This design comes from an exercise in tuning for small area and a short achievable clock period on the open sky130 flow, not from production work.
Function was checked by simulation only, so behaviour that the tests miss may differ from the original.
Power figures rest on the tool's default switching activity, not on a simulated workload.

// smul_q31
module smul_q31 (
    input  logic        clk,
    input  logic        reset,
    input  logic        go,
    input  logic [31:0] left,
    input  logic [31:0] right,
    output logic [31:0] out,
    output logic        done
);
  logic d0, d1;               
  logic zero;                 
  logic [41:0] sa, sb;        
  logic sl;                   
  wire cyc1 = go & ~d0;       
  wire cyc2 = d0 & ~d1;       
  wire hold = ~go | d1;       
  wire kboth = cyc2 | hold;
  assign done = d1;
  wire [16:0] bs = ({17{cyc2}} & right[31:15]) | ({17{cyc1}} & {right[15:0], 1'b0});
  wire [10:0] qlo = {1'b0, sa[9:0]} + {1'b0, sb[9:0]} + {10'd0, sl};
  wire [47:0] ea, eb;
  assign ea[0] = (cyc2 & sa[10]);
  assign eb[0] = (cyc2 & sb[10]);
  assign ea[1] = (cyc2 & sa[11]);
  assign eb[1] = (cyc2 & sb[11]);
  assign ea[2] = (cyc2 & sa[12]);
  assign eb[2] = (cyc2 & sb[12]);
  assign ea[3] = (cyc2 & sa[13]);
  assign eb[3] = (cyc2 & sb[13]);
  assign ea[4] = (cyc2 & sa[14]);
  assign eb[4] = (cyc2 & sb[14]);
  assign ea[5] = (cyc2 & sa[15]);
  assign eb[5] = (cyc2 & sb[15]);
  assign ea[6] = (cyc2 & sa[16]) | (hold & sa[0]);
  assign eb[6] = (cyc2 & sb[16]) | (hold & sb[0]);
  assign ea[7] = (cyc2 & sa[17]) | (hold & sa[1]);
  assign eb[7] = (cyc2 & sb[17]) | (hold & sb[1]);
  assign ea[8] = (cyc2 & sa[18]) | (hold & sa[2]);
  assign eb[8] = (cyc2 & sb[18]) | (hold & sb[2]);
  assign ea[9] = (cyc2 & sa[19]) | (hold & sa[3]);
  assign eb[9] = (cyc2 & sb[19]) | (hold & sb[3]);
  assign ea[10] = (cyc2 & sa[20]) | (hold & sa[4]);
  assign eb[10] = (cyc2 & sb[20]) | (hold & sb[4]);
  assign ea[11] = (cyc2 & sa[21]) | (hold & sa[5]);
  assign eb[11] = (cyc2 & sb[21]) | (hold & sb[5]);
  assign ea[12] = (cyc2 & sa[22]) | (hold & sa[6]);
  assign eb[12] = (cyc2 & sb[22]) | (hold & sb[6]);
  assign ea[13] = (cyc2 & sa[23]) | (hold & sa[7]);
  assign eb[13] = (cyc2 & sb[23]) | (hold & sb[7]);
  assign ea[14] = (cyc2 & sa[24]) | (hold & sa[8]);
  assign eb[14] = (cyc2 & sb[24]) | (hold & sb[8]);
  assign ea[15] = (cyc2 & sa[25]) | (hold & sa[9]);
  assign eb[15] = (cyc2 & sb[25]) | (hold & sb[9]);
  ...
Size: ~1,500 cells after synthesis, ~100 I/O pins, about 0.016 sq mm of cells after synthesis.
Settings: LEC_CHECK=0, CAP_MARGIN=20, CORE_MARGIN=2, CORE_UTILIZATION=45, SETUP_SLACK_MARGIN=2.5, SLEW_MARGIN=20, SYNTH_HIERARCHICAL=1, SYNTH_MINIMUM_KEEP_SIZE=0; clock period 8.0 ns.
standard.sh (not shown) runs the stock make flow with config.mk's settings and CLKGATE_MAP_FILE= SYNTH_SCRIPT=/design/flow/synth_recipe.tcl, a recipe that flattens the netlist after the stock synthesis.
==> flow/flow/run.sh <==
#!/bin/bash
# The standard synthesis and layout, with two changes to how the layout
# is made:
#  - after synthesis, the Booth selector gates (a22oi) are set to their
#    smallest drive strength (the placement's repair steps resize them again
#    where timing needs it);
#  - the input and output ports are buffered with buf_2 cells rather than
#    the flow's default choice.
set -euo pipefail
bash standard.sh synth > synth.log 2>&1
R=orfs/results/sky130hd/smul_q31/base
cat > downsize.tcl <<TCL
read_db $R/1_synth.odb
set db [ord::get_db]
set m1 [\$db findMaster sky130_fd_sc_hd__a22oi_1]
set n 0
foreach inst [[ord::get_db_block] getInsts] {
  if {[[\$inst getMaster] getName] eq "sky130_fd_sc_hd__a22oi_2"} {
    \$inst swapMaster \$m1
    incr n
  }
}
puts "downsized \$n a22oi_2 to a22oi_1"
write_db $R/1_synth.odb
TCL
openroad -no_init -exit downsize.tcl > downsize.log 2>&1
export BUFFER_PORTS_ARGS="-buffer_cell sky130_fd_sc_hd__buf_2"
bash standard.sh > layout.log 2>&1
Next try:
==> flow/run.sh (new file) <==
#!/bin/bash
# synth_recipe.tcl (not shown) runs the flow's synth.tcl, then flattens the netlist and writes it again
# the make line also repeats each setting of config.mk as NAME=value (left out here)
make -C /OpenROAD-flow-scripts/flow DESIGN_CONFIG=/design/flow/config.mk WORK_HOME=/design/flow/orfs CLKGATE_MAP_FILE= SYNTH_SCRIPT=/design/flow/synth_recipe.tcl finish
removed: flow/flow/run.sh
removed: flow/standard.sh
Worst setup slack loses 0.050 ns. Core utilization climbs by 2.5 points. Synthesized area climbs by 8.3%. Non-clock buffer count climbs by 59. Cell area climbs by 13%. Clock-buffer cell count drops by 2.
Next try:
==> flow/flow/run.sh (new file) <==
#!/bin/bash
# The standard synthesis and layout, with two changes to how the layout
# is made:
#  - after synthesis, the Booth selector gates (a22oi) are set to their
#    smallest drive strength (the placement's repair steps resize them again
#    where timing needs it);
#  - the input and output ports are buffered with buf_2 cells rather than
#    the flow's default choice;
#  - after global routing, gates off the critical paths are downsized
#    (ORFS's RECOVER_POWER step).
set -euo pipefail
bash standard.sh synth > synth.log 2>&1
R=orfs/results/sky130hd/smul_q31/base
cat > downsize.tcl <<TCL
read_db $R/1_synth.odb
set db [ord::get_db]
set m1 [\$db findMaster sky130_fd_sc_hd__a22oi_1]
set n 0
foreach inst [[ord::get_db_block] getInsts] {
  if {[[\$inst getMaster] getName] eq "sky130_fd_sc_hd__a22oi_2"} {
    \$inst swapMaster \$m1
    incr n
  }
}
puts "downsized \$n a22oi_2 to a22oi_1"
write_db $R/1_synth.odb
TCL
openroad -no_init -exit downsize.tcl > downsize.log 2>&1
export BUFFER_PORTS_ARGS="-buffer_cell sky130_fd_sc_hd__buf_2"
export RECOVER_POWER=100
bash standard.sh > layout.log 2>&1
==> flow/standard.sh (new file) <==
#!/bin/bash
# synth_recipe.tcl (not shown) runs the flow's synth.tcl, then flattens the netlist and writes it again
# the make line also repeats each setting of config.mk as NAME=value (left out here)
make -C /OpenROAD-flow-scripts/flow DESIGN_CONFIG=/design/flow/config.mk WORK_HOME=/design/flow/orfs CLKGATE_MAP_FILE= SYNTH_SCRIPT=/design/flow/synth_recipe.tcl "${@:-finish}"
removed: flow/run.sh
The new run passed the timing, DRC and antenna checks.
Power shrinks by 8.6%.
Global-route usage is higher by 3.0 points.
Via count goes up by 0.65%.
Sequential power goes up by about 3%.
Setup slack got worse by 1.1 ns.
Cell count decreases by 4.9%.

-- re-timing with driven ports --
The flow's constraints put no driver on any port. The routed layouts listed below were extracted and timed again, unchanged, in two steps.
Step 1 assumes that a clkbuf_16 drives the clock port and a buf_2 every other input.
Step 2 times the ports against the registers' clock, not the clock port: input delays grow and output delays shrink by t, the midpoint of the rising clock arrivals with the driver on.
Three values: ideal ports, drivers, drivers and shift; two values: the first two.
run	shift t [ns]	setup WS [ns]	worst setup path at the end	worst data-port slew with drivers (ns)
the first run	0.413	2.538 / 2.572 / 2.159	input to register	0.03
the second run	0.398	2.488 / 2.510 / 2.113	input to register	0.05
the third run	0.413	1.388 / 1.419 / 1.006	input to register	0.03
After both steps setup and hold are still met in every run listed. The setup slack of the third run, which loses most, moves by +0.031 ns with the drivers and by -0.382 ns with both steps.
